What follows belongs to an exercise in optimizing a design on an open flow for small area; a production flow would make more cautious choices.
In this exercise RTL edits were held to simulation tests only and were not proved equivalent to the original.

Setup of run H:
==> module Cricket, before the edit <==
module Cricket(
    input clk_fpga,
    input reset,
    input btnU,
    input sw,
    output dp,
    output [6:0] seg,
    output [3:0] an,
    output [15:0] led
    );
    reg [11:0] count;
    reg new_press, stable, now_stable;
    wire cnt_low0 = (count[10:0] == 11'd0);
    wire cnt_term = ~count[11] & cnt_low0;
    wire cnt_fb = (count[11] & ~cnt_low0) ^ count[7] ^ count[1] ^ count[0];
    wire cnt_clr = reset | (btnU != new_press);
    always @(posedge clk_fpga) begin
        count <= cnt_clr ? 12'h001 : {count[10:0], cnt_fb};
        if (reset) begin
            new_press <= 0;
            stable <= 0;
        end else if (btnU == new_press) begin
            if (cnt_term)
                stable <= btnU;
        end else
            new_press <= btnU;
    end
    always @(posedge clk_fpga)
        now_stable <= stable;
    wire delivery = stable & ~now_stable;
    reg [5:1] shift;
    always @(posedge clk_fpga) begin
        if (reset) shift <= 5'b11111;
        else shift <= {shift[1] ^ shift[4], shift[5:2]};
    end
    wire [3:0] q  = {shift[3:1], shift[5] ^ shift[3]};
    wire [3:0] qp = {shift[2:1], shift[5] ^ shift[3], shift[4] ^ shift[2]};    
    reg [8:0] cnt;      
    reg [2:0] ph;       
    reg [4:0] hb;       
    wire cnt_end = (cnt == 9'd33);      
    always @(posedge clk_fpga) begin
        if (reset) begin
            cnt <= 0;
            ph <= 3'd1;
            hb <= 0;
        end else if (cnt_end) begin
            cnt <= 0;
            ph <= ph + 1'b1;
            hb <= (hb == 5'd20) ? 5'd0 : {hb[3:0], ~(hb[4] ^ hb[2])};    
        end else
            cnt <= {cnt[7:0], ~(cnt[8] ^ cnt[4])};
    end
    wire [1:0] digit = ph[2:1];
    reg [4:0] sc;
    wire sc_step = (ph == 3'd5) && (hb == 5'd0) && (cnt == 9'd0);    
    always @(posedge clk_fpga) begin
        if (reset)
            sc <= 0;
        else if (sc_step)
            sc <= (sc == 5'd14) ? 5'd31 : (sc == 5'd31) ? 5'd15 : sc + 1'b1;
    end
    reg [15:0] scroll;
    integer i;
    always @(*) begin
        for (i = 0; i < 16; i = i + 1)
            scroll[i] = sc[4] ? (sc[3:0] != i) : ((sc[3:0] > i) || (sc[3:0] == 4'd15));
    end
    reg [1:0] t1h, t2h;          
    reg [3:0] t1t, t2t;          
    reg [3:0] t1o, t2o;          
    reg [3:0] t1w, t2w;          
    reg [6:0] b1, b2;            
    reg selD;                    
    reg selL;                    
    reg pend;                    
    reg pendb;                   
    reg G;                       
    reg inningOver;
    wire [1:0] ch = selD ? t2h : t1h;
    wire [3:0] ct = selD ? t2t : t1t;
    wire [3:0] co = selD ? t2o : t1o;
    wire [3:0] cw = selD ? t2w : t1w;
    wire [6:0] cb = selL ? b2 : b1;
    wire over1 = (t1w >= 4'd10) || (b1 >= 7'd120);
    wire over2 = (t2w >= 4'd10) || (b2 >= 7'd120);
    wire gameOver = G | (over1 & over2);
    wire winner = ~({t1h, t1t, t1o} > {t2h, t2t, t2o});
    reg [2:0] d;
    always @(*) begin
        case (qp)
            3, 4, 5, 6: d = 3'd1;
            7, 8, 9:    d = 3'd2;
            10:         d = 3'd3;
            11:         d = 3'd4;
            12:         d = 3'd6;
            default:    d = 3'd0;
        endcase
    end
    wire wk = (qp == 4'd15);
    wire [3:0] o_sum = co + d;
    wire top = ch[1] && (ct == 4'd5);             
    wire o_carry = top ? (o_sum >= 4'd6) : (o_sum >= 4'd10);
    wire [3:0] n_o = o_carry ? o_sum - (top ? 4'd6 : 4'd10) : o_sum;
    wire t_carry = o_carry && (top || ct == 4'd9);
    wire [3:0] n_t = t_carry ? 4'd0 : ct + o_carry;
    wire [1:0] n_h = (top && o_carry) ? 2'd0 : ch + t_carry;
    wire [3:0] n_w = cw + wk;
    always @(posedge clk_fpga) begin
        if (reset) begin
            t1h <= 0; t1t <= 0; t1o <= 0; t1w <= 0;
            t2h <= 0; t2t <= 0; t2o <= 0; t2w <= 0;
            b1 <= 0; b2 <= 0;
            pend <= 0; pendb <= 0;
            G <= 0;
        end else begin
            if (pend && !selD) begin
                t1h <= n_h; t1t <= n_t; t1o <= n_o; t1w <= n_w;
            end
            if (pend && selD) begin
                t2h <= n_h; t2t <= n_t; t2o <= n_o; t2w <= n_w;
            end
            if (pendb && !selL) b1 <= cb + 1'b1;
            if (pendb && selL) b2 <= cb + 1'b1;
            pend <= delivery && !gameOver && (cw < 4'd10);
            pendb <= delivery && !gameOver && !inningOver && (q != 4'd13) && (q != 4'd14);
            G <= gameOver;
        end
    end
    always @(posedge clk_fpga) begin
        if (!(delivery && cw >= 4'd10)) selD <= sw;
        if (!(delivery && inningOver)) selL <= sw;
    end
    always @(posedge clk_fpga)
        inningOver <= !reset && ((cw >= 4'd10) || (cb >= 7'd120));
    assign led = G ? scroll : {9'd0, cb};
    reg [3:0] nd;
    always @(*) begin
        case (digit)
            2'd0: nd = (cw >= 4'd10) ? cw - 4'd10 : cw;
            2'd1: nd = co;
            2'd2: nd = ct;
            2'd3: nd = {2'b00, ch};
        endcase
    end
    reg [6:0] seg_n;        
    always @(*) begin
        case (nd)
            0: seg_n = 7'b100_0000;
            1: seg_n = 7'b111_1001;
            2: seg_n = 7'b010_0100;
            3: seg_n = 7'b011_0000;
            4: seg_n = 7'b001_1001;
            5: seg_n = 7'b001_0010;
            6: seg_n = 7'b000_0010;
            7: seg_n = 7'b111_1000;
            8: seg_n = 7'b000_0000;
            9: seg_n = 7'b001_0000;
            default: seg_n = 7'b000_1000;
        endcase
    end
    reg [6:0] seg_go;       
    always @(*) begin
        case (digit)
            2'd1: seg_go = winner ? 7'b010_0100 : 7'b111_1001;
            2'd3: seg_go = 7'b000_0111;
            default: seg_go = 7'b100_0000;
        endcase
    end
    reg [6:0] seg_io;       
    always @(*) begin
        case (digit)
            2'd0: seg_io = 7'b111_1101;
            2'd1: seg_io = 7'b100_0000;
            2'd2: seg_io = 7'b100_1111;
            2'd3: seg_io = 7'b101_1111;
        endcase
    end
    wire [6:0] segs = gameOver ? seg_go : inningOver ? seg_io : seg_n;
    assign seg = segs;
    assign an = ~(4'b0001 << digit);
    assign dp = ~(digit == 2'd1);
endmodule
==> flow/config.mk <==
export PLATFORM = sky130hd
export DESIGN_NAME = Cricket
export DESIGN_NICKNAME = Cricket
export VERILOG_FILES = /design/flow/design.v
export SDC_FILE = /design/flow/constraint.sdc
export NUM_CORES = 4
export LEC_CHECK = 0
export CAP_MARGIN = 20
export CORE_MARGIN = 2
export CORE_UTILIZATION = 40
export CTS_CLUSTER_DIAMETER = 200
export CTS_CLUSTER_SIZE = 50
export SLEW_MARGIN = 20
==> flow/constraint.sdc <==
create_clock -name core_clock -period 12.0 [get_ports {clk_fpga}]
set_input_delay 2.4000 -clock core_clock [delete_from_list [all_inputs] [get_ports {clk_fpga}]]
set_output_delay 2.4000 -clock core_clock [all_outputs]
set_load 0.01 [all_outputs]
standard.sh (not shown) runs the stock make flow with config.mk's settings and CLKGATE_MAP_FILE= SYNTH_SCRIPT=/design/flow/synth_recipe.tcl, a recipe that flattens the netlist after the stock synthesis.
==> flow/flow/run.sh <==
#!/bin/bash
# Own layout flow: the standard ORFS flow (standard.sh), with the synthesis
# mapped for area instead of speed (the 12 ns clock leaves ample slack):
#  - abc maps the combinational logic with an area-oriented script
#    (abc_area_own.script, used in place of ORFS's abc_speed.script),
#  - Yosys's adder cells (ha/fa) are not pre-placed, so abc maps adders too,
#  - the port buffers are the smallest buffer, sky130_fd_sc_hd__buf_1,
#  - CTS arguments from cts_args.txt, if present.
# Registers, their names and cell types are the standard synthesis's.
# Every tool's output goes to the ORFS logs under orfs/logs/ and to flow.log here.
set -euo pipefail
WORK=$(pwd)
SC="$WORK/scripts_own"
rm -rf "$SC"
cp -r "$FLOW_HOME/scripts" "$SC"
cp "$WORK/flow/abc_area_own.script" "$SC/abc_speed.script"
ARGS=("SCRIPTS_DIR=$SC" "ADDER_MAP_FILE=" "BUFFER_PORTS_ARGS=-buffer_cell sky130_fd_sc_hd__buf_1")
if [[ -f "$WORK/flow/cts_args.txt" ]]; then
    ARGS+=("CTS_ARGS=$(cat "$WORK/flow/cts_args.txt")")
fi
bash "$WORK/standard.sh" "${ARGS[@]}" finish > "$WORK/flow.log" 2>&1
==> flow/flow/abc_area_own.script <==
strash
balance
rewrite -l
refactor -l
balance -l
rewrite -l
rewrite -z -l
balance -l
refactor -z -l
rewrite -z -l
balance -l
dch -f
amap
strash
dch -f
amap
topo
==> flow/flow/cts_args.txt <==
-sink_clustering_enable -repair_clock_nets -dont_use_dummy_load -sink_clustering_size 50 -sink_clustering_max_diameter 200
No stage failed in run H, and the final checks on the layout all came back clean.
> inputs changed (run H -> run D)
diff --git a/flow/design.v b/flow/design.v
--- a/flow/design.v
+++ b/flow/design.v
@@ -111,8 +111,9 @@
         if (reset) begin
             t1h <= 0; t1t <= 0; t1o <= 0; t1w <= 0;
             t2h <= 0; t2t <= 0; t2o <= 0; t2w <= 0;
             b1 <= 0; b2 <= 0;
+            selD <= 0; selL <= 0;
             pend <= 0; pendb <= 0;
             G <= 0;
         end else begin
             if (pend && !selD) begin
@@ -122,16 +123,14 @@
                 t2h <= n_h; t2t <= n_t; t2o <= n_o; t2w <= n_w;
             end
             if (pendb && !selL) b1 <= cb + 1'b1;
             if (pendb && selL) b2 <= cb + 1'b1;
+            if (!(delivery && cw >= 4'd10)) selD <= sw;
+            if (!(delivery && inningOver)) selL <= sw;
             pend <= delivery && !gameOver && (cw < 4'd10);
             pendb <= delivery && !gameOver && !inningOver && (q != 4'd13) && (q != 4'd14);
             G <= gameOver;
         end
-    end
-    always @(posedge clk_fpga) begin
-        if (!(delivery && cw >= 4'd10)) selD <= sw;
-        if (!(delivery && inningOver)) selL <= sw;
     end
     always @(posedge clk_fpga)
         inningOver <= !reset && ((cw >= 4'd10) || (cb >= 7'd120));
     assign led = G ? scroll : {9'd0, cb};
Results
- Sort run D and run H by number of buffers outside the clock class in the layout, ascending, and run H comes first.
- Of run D and run H, it is run D that has the lower total global routing track utilization.
- On worst max-slew margin expressed relative to the limit, run D does worse than run H.
- Run D -> run H: area of all placed cells without fillers flat
- Minimum period implied by the final worst setup slack, run D and run H: larger value in run H
- Summary: with run H as the reference, combined flip-flop and latch cell area in run D moved down slightly.

==> re-timing with driven ports <==
The results above use ideal ports. As a check the final layouts listed here were re-extracted and re-timed, cells and wires unchanged. Step 1 assumes that a clkbuf_16 drives the clock port and a buf_2 every other input. Step 2 also shifts input and output timing later by t, the mid clock arrival at the registers, as if the neighbouring blocks saw the same clock. a / b / c = ideal ports / drivers / drivers and shift; a / b = the first two.
run	t (ns)	slack for setup (ns)	clock arrival spread, ns
run H	0.382	5.709 / 5.671 / 6.053	0.021 / 0.020
run D	0.384	5.743 / 5.709 / 6.092	0.035 / 0.035
After both steps setup and hold are still met in every run listed.
